Context: an optimization exercise on an open-source flow, tuned for small area and a short achievable clock period. The choices shown serve that exercise and are no tape-out recipe. Only simulation tests tie the RTL to the original design; equivalence was not proved.

==> run H: inputs <==
// fir_parallel
module fir_parallel (
  input [15:0] i_data,
  input [63:0] i_coeffs,
  input i_clock,
  output [37:0] o_data
);
==> flow/config.mk <==
export PLATFORM = sky130hd
export DESIGN_NAME = fir_parallel
export DESIGN_NICKNAME = fir_parallel
export VERILOG_FILES = /design/flow/design.v
export SDC_FILE = /design/flow/constraint.sdc
export NUM_CORES = 4
export LEC_CHECK = 0
export CAP_MARGIN = 20
export CORE_MARGIN = 2
export CORE_UTILIZATION = 50
export CTS_BUF_LIST = sky130_fd_sc_hd__clkbuf_16
export CTS_CLUSTER_DIAMETER = 50
export CTS_CLUSTER_SIZE = 16
export SLEW_MARGIN = 20
export SYNTH_HIERARCHICAL = 1
export SYNTH_MINIMUM_KEEP_SIZE = 0
==> flow/constraint.sdc <==
create_clock -name core_clock -period 14.0 [get_ports {i_clock}]
set_input_delay 2.8000 -clock core_clock [delete_from_list [all_inputs] [get_ports {i_clock}]]
set_output_delay 2.8000 -clock core_clock [all_outputs]
set_load 0.01 [all_outputs]
standard.sh (not shown) runs the stock make flow with config.mk's settings and CLKGATE_MAP_FILE= SYNTH_SCRIPT=/design/flow/synth_recipe.tcl, a recipe that flattens the netlist after the stock synthesis.
==> flow/flow/run.sh <==
#!/bin/bash
# Layout flow: the standard ORFS flow (standard.sh, unchanged synthesis),
# with these changes after synthesis:
#  - after floorplan, every combinational cell gets the smallest drive
#    strength of its family (flow/downsize.tcl);
#  - timing repair aims at a setup slack of SETUP_MARGIN ns instead of 0, so the
#    resizer speeds up the paths that set the achieved period;
#  - the port buffers are plain buf_1 cells instead of the delay cell that
#    buffer_ports picks by default (repair may upsize them).
# Each step's full output goes to its own log file in this folder.
set -euo pipefail
SETUP_MARGIN=9.2
HERE=$(pwd)
bash standard.sh synth > log_1_synth.txt 2>&1
bash standard.sh \
  "POST_FLOORPLAN_TCL=${HERE}/flow/downsize.tcl" \
  "SETUP_SLACK_MARGIN=${SETUP_MARGIN}" \
  "BUFFER_PORTS_ARGS=-buffer_cell sky130_fd_sc_hd__buf_1" \
  finish > log_2_layout.txt 2>&1
==> flow/flow/downsize.tcl <==
# Run after floorplan: give every combinational cell the smallest-area drive
# strength of its family (synthesis sizes each small module for speed against a
# default load); the later timing repair upsizes the cells on critical paths.
set block [ord::get_db_block]
set db [ord::get_db]
set swapped 0
foreach inst [$block getInsts] {
  set cur [$inst getMaster]
  set name [$cur getName]
  if {![regexp {^sky130_fd_sc_hd__([a-z0-9]+)_(\d+)$} $name -> fam sz]} { continue }
  if {[string match "df*" $fam] || [string match "*clk*" $fam] || [string match "*dly*" $fam]
      || $fam eq "conb" || [string match "tap*" $fam] || [string match "fill*" $fam]
      || [string match "decap*" $fam]} { continue }
  set best ""
  set barea 0
  foreach s {1 0 2 4} {
    set m [$db findMaster "sky130_fd_sc_hd__${fam}_$s"]
    if {$m eq "NULL" || $m eq ""} { continue }
    set a [expr {[$m getWidth] * [$m getHeight]}]
    if {$best eq "" || $a < $barea} {
      set best $m
      set barea $a
    }
  }
  if {$best ne "" && [$best getName] ne $name} {
    if {[$inst swapMaster $best]} { incr swapped }
  }
}
puts "downsize: swapped $swapped instances to their smallest drive strength"
==> run C: changes against run H <==
--- a/flow/flow/run.sh
+++ b/flow/flow/run.sh
@@ -11,3 +11,3 @@
 set -euo pipefail
-SETUP_MARGIN=9.2
+SETUP_MARGIN=9.4
 HERE=$(pwd)
- CORE_UTILIZATION: 50 -> 40
- CTS_CLUSTER_DIAMETER: 50 -> 100
- CTS_CLUSTER_SIZE: 16 -> 30
==> qor summary <==
item	run H	run C
Launch instance of the worst register-to-register path	cr0[1]	s0[5]
Placed cell areas	0.03203 mm2	0.03234 mm2
Worst reg-to-reg setup slack	9.23 ns	9.44 ns
Horiz. Die Dim	267.5 um	298.6 um
DR WL met3	12.64 mm	13.27 mm
Number of buffers created by CTS	46	21
Outcome	complete, no violations	complete, no violations
Data required time at the worst endpoint	14.46 ns	11.20 ns
Amount of wire on met2 after detailed routing	51.76 mm	50.27 mm
First-pass GRT wire length	168.2 mm	168.1 mm
Minimum hold slack	0.3710 ns	0.3885 ns
Clock slew at reported path FFs	0.06 ns	0.10 ns
Number of global-route vias before repair	26205	25531
Core area	0.06871 mm2	0.08635 mm2

-- what the ideal ports hide --
In the flow no input, the clock included, has a driving cell. The finished layouts below were timed again as built, in two steps. Step 1 (the two cells are an assumption about what drives the block):
set clk [get_ports {i_clock}]
set_driving_cell -lib_cell sky130_fd_sc_hd__clkbuf_16 $clk
set_driving_cell -lib_cell sky130_fd_sc_hd__buf_2 [delete_from_list [all_inputs] $clk]
Step 2 moves the port delays by t, midway between the first and last clock arrival at a register: inputs arrive t later, outputs are due t later. That takes back most of the time a late clock gives input paths. Three values: ideal ports, drivers, drivers and shift; two values: the first two.
| run | t, ns | setup slack, ns | worst data-port slew with drivers (ns) | cell pins on the clock port's net |
|---|---|---|---|---|
| run H | 0.653 | 9.234 / 9.187 / 9.234 | 0.05 | 1 |
| run C | 0.650 | 9.290 / 9.227 / 9.440 | 0.08 | 1 |
After both steps setup and hold are still met in every run listed.
